This is an optimization exercise on Yosys and OpenROAD, whose aim is small area, not a production implementation. Function was checked by simulation only, so behaviour that the tests miss may differ from the original. No activity file was given, so power comes from the tool's default toggle rates. No driver is modelled on the clock port, so clocking that relies on it looks cheaper here than on a real chip.

== the reference run ==
// filter_mod
module filter_mod #(
    parameter WIDTH = 8,
    parameter DEPTH = 64,
    parameter LINE_BITS = 10,
    parameter ROWS = 48,
    parameter COLS = 64
)
(
    input clk,
    input reset,
    input [WIDTH-1:0] r_data_in,
    input [WIDTH-1:0] g_data_in,
    input [WIDTH-1:0] b_data_in,
    input data_in_done,
    output [WIDTH-1:0] r_data_out,
    output [WIDTH-1:0] g_data_out,
    output [WIDTH-1:0] b_data_out,
    output data_out_done
);
localparam TAPS = 2 * COLS;
reg [3*WIDTH-1:0] hist [0:TAPS-1];
wire [3*WIDTH-1:0] pix_in = {r_data_in, g_data_in, b_data_in};
integer k;
always @(posedge clk) begin
    hist[0] <= pix_in;
    for (k = 1; k < TAPS; k = k + 1)
        hist[k] <= hist[k-1];
end
reg [5:0] col;       
reg [5:0] row;       
reg lft_col;         
reg rgt_col;         
reg top_row;         
reg bot_row;         
wire row_step = data_in_done & rgt_col;
always @(posedge clk) begin
  ...
Size: roughly 3100 flip-flops, about 52 I/O pins.
==> module filter_mod, before the edit <==
module filter_mod #(
    parameter WIDTH = 8,
    parameter DEPTH = 64,
    parameter LINE_BITS = 10,
    parameter ROWS = 48,
    parameter COLS = 64
)
(
    input clk,
    input reset,
    input [WIDTH-1:0] r_data_in,
    input [WIDTH-1:0] g_data_in,
    input [WIDTH-1:0] b_data_in,
    input data_in_done,
    output [WIDTH-1:0] r_data_out,
    output [WIDTH-1:0] g_data_out,
    output [WIDTH-1:0] b_data_out,
    output data_out_done
);
localparam TAPS = 2 * COLS;
reg [3*WIDTH-1:0] hist [0:TAPS-1];
wire [3*WIDTH-1:0] pix_in = {r_data_in, g_data_in, b_data_in};
integer k;
always @(posedge clk) begin
    hist[0] <= pix_in;
    for (k = 1; k < TAPS; k = k + 1)
        hist[k] <= hist[k-1];
end
reg [5:0] col;       
reg [5:0] row;       
reg lft_col;         
reg rgt_col;         
reg top_row;         
reg bot_row;         
wire row_step = data_in_done & rgt_col;
always @(posedge clk) begin
    if (reset) begin
        col <= 6'd0;
        row <= 6'd62;
        lft_col <= 1'b0;
        rgt_col <= 1'b1;
        top_row <= 1'b0;
        bot_row <= 1'b0;
    end else begin
        if (data_in_done) begin
            col <= col + 6'd1;
            lft_col <= rgt_col;
            rgt_col <= (col == COLS-1);
        end
        if (row_step) begin
            row <= (row == ROWS-1) ? 6'd0 : row + 6'd1;
            top_row <= (row == ROWS-1) | (row == 6'd63);
            bot_row <= (row == ROWS-2);
        end
    end
end
wire run = ~(row[5] & row[4]);    
wire [3*WIDTH-1:0] p_below  = pix_in;
wire [3*WIDTH-1:0] p_right  = hist[COLS-2];
wire [3*WIDTH-1:0] p_centre = hist[COLS-1];
wire [3*WIDTH-1:0] p_left   = hist[COLS];
wire [3*WIDTH-1:0] p_above  = hist[TAPS-1];
function [WIDTH-1:0] sharpen;
    input [WIDTH-1:0] c, l, r, a, b;
    reg [11:0] s;    
    begin
        s = {2'b00, c, 2'b00} + {4'b0000, c}
          - {4'b0000, l} - {4'b0000, r}
          - {4'b0000, a} - {4'b0000, b};
        if (s[11])
            sharpen = {WIDTH{1'b0}};
        else if (s[10:8] != 3'b000)
            sharpen = {WIDTH{1'b1}};
        else
            sharpen = s[7:0];
    end
endfunction
genvar ch;
generate
    for (ch = 0; ch < 3; ch = ch + 1) begin : chan
        wire [WIDTH-1:0] c = p_centre[ch*WIDTH +: WIDTH];
        wire [WIDTH-1:0] l = lft_col ? {WIDTH{1'b0}} : p_left[ch*WIDTH +: WIDTH];
        wire [WIDTH-1:0] r = rgt_col ? {WIDTH{1'b0}} : p_right[ch*WIDTH +: WIDTH];
        wire [WIDTH-1:0] a = top_row ? {WIDTH{1'b0}} : p_above[ch*WIDTH +: WIDTH];
        wire [WIDTH-1:0] b = bot_row ? {WIDTH{1'b0}} : p_below[ch*WIDTH +: WIDTH];
        wire [WIDTH-1:0] y = sharpen(c, l, r, a, b);
    end
endgenerate
reg [WIDTH-1:0] r_q, g_q, b_q;
reg done_q;
always @(posedge clk) begin
    r_q <= chan[0].y;
    g_q <= chan[1].y;
    b_q <= chan[2].y;
end
always @(posedge clk) begin
    if (reset)
        done_q <= 1'b0;
    else
        done_q <= data_in_done & run;
end
assign r_data_out = r_q;
assign g_data_out = g_q;
assign b_data_out = b_q;
assign data_out_done = done_q;
endmodule
clock: 6.0 ns
lec_check: 0
cap_margin: 20
core_margin: 2
core_utilization: 60
setup_slack_margin: 0.3
slew_margin: 20
standard.sh (not shown) runs the stock make flow with config.mk's settings and CLKGATE_MAP_FILE= SYNTH_SCRIPT=/design/flow/synth_recipe.tcl, a recipe that flattens the netlist after the stock synthesis.
==> flow/flow/run.sh <==
#!/bin/bash
# The standard layout, with small port buffers, smaller clock tree buffers above the
# leaves and no CTS dummy loads.
set -euo pipefail
export BUFFER_PORTS_ARGS="-buffer_cell sky130_fd_sc_hd__buf_1"
export CTS_ARGS="-sink_clustering_enable -repair_clock_nets -dont_use_dummy_load -root_buf sky130_fd_sc_hd__clkbuf_16 -tree_buf sky130_fd_sc_hd__clkbuf_8 -sink_clustering_buffer sky130_fd_sc_hd__clkbuf_16 -sink_clustering_size 30 -sink_clustering_max_diameter 70"
bash standard.sh > standard_flow.log 2>&1
Setup changes, the reference run to the trial run
-- flow/design.v --
<<< the reference run, line 30
reg [5:0] col;       
reg [5:0] row;       
reg lft_col;         
reg rgt_col;         
reg top_row;         
reg bot_row;         
wire row_step = data_in_done & rgt_col;
always @(posedge clk) begin
    if (reset) begin
        col <= 6'd0;
        row <= 6'd62;
        lft_col <= 1'b0;
        rgt_col <= 1'b1;
        top_row <= 1'b0;
        bot_row <= 1'b0;
    end else begin
        if (data_in_done) begin
            col <= col + 6'd1;
            lft_col <= rgt_col;
            rgt_col <= (col == COLS-1);
        end
        if (row_step) begin
            row <= (row == ROWS-1) ? 6'd0 : row + 6'd1;
            top_row <= (row == ROWS-1) | (row == 6'd63);
            bot_row <= (row == ROWS-2);
        end
    end
end
wire run = ~(row[5] & row[4]);    
wire [3*WIDTH-1:0] p_below  = pix_in;
wire [3*WIDTH-1:0] p_right  = hist[COLS-2];
>>> the trial run, line 30
reg [5:0] col;       
reg [5:0] row;       
always @(posedge clk) begin
    if (reset) begin
        col <= 6'd0;
        row <= 6'd62;
    end else if (data_in_done) begin
        col <= col + 6'd1;
        if (col == 6'd0)
            row <= (row == ROWS-1) ? 6'd0 : row + 6'd1;
    end
end
wire run = ~(row[5] & row[4]);    
wire top_row = (row == 6'd0);
wire bot_row = (row == ROWS-1);
wire lft_col = (col == 6'd1);    
wire rgt_col = (col == 6'd0);    
wire [3*WIDTH-1:0] p_below  = pix_in;
wire [3*WIDTH-1:0] p_right  = hist[COLS-2];
### Flow results
In the tables for the reference run and the trial run, layout filler cell count reads higher with the reference run. [compare] base=the reference run new=the trial run: smallest setup slack after layout fell 0.32 ns; simple logic cell fraction of the synthesized area fell by 0.20 points. The synthesized cell count of the trial run and that of the reference run are within noise of each other. The trial run against the reference run: part of the total power dissipated in the clock network essentially unchanged; critical path depth rose 3; parity-gate share of the synthesized area counting xor and xnor cells has remained practically unchanged.

-- re-timing with driven ports --
The flow's constraints put no driver on any port. The routed layouts listed below were extracted and timed again, unchanged, in two steps. Step 1: set_driving_cell puts a clkbuf_16 on clk and a buf_2 on each other input, an assumption about the parent block. Step 2 adds t to the input delays and takes it off the output delays; t is the mean of the earliest and latest rising clock arrival at the registers after step 1. Input paths then give back, and output paths get back, about the clock's delay inside the block. Slacks: ideal ports / drivers / drivers and shift; pairs: ideal ports / drivers.
run	t (ns)	slack for setup (ns)	worst hold slack (ns)
the reference run	0.762	1.175 / 1.175 / 0.890	0.253 / 0.253 / 0.253
the trial run	0.748	0.853 / 0.853 / 0.853	0.243 / 0.243 / 0.243
After both steps setup and hold are still met in every run listed. The setup slack of the reference run, which loses most, moves by 0.000 ns with the drivers and by -0.285 ns with both steps.
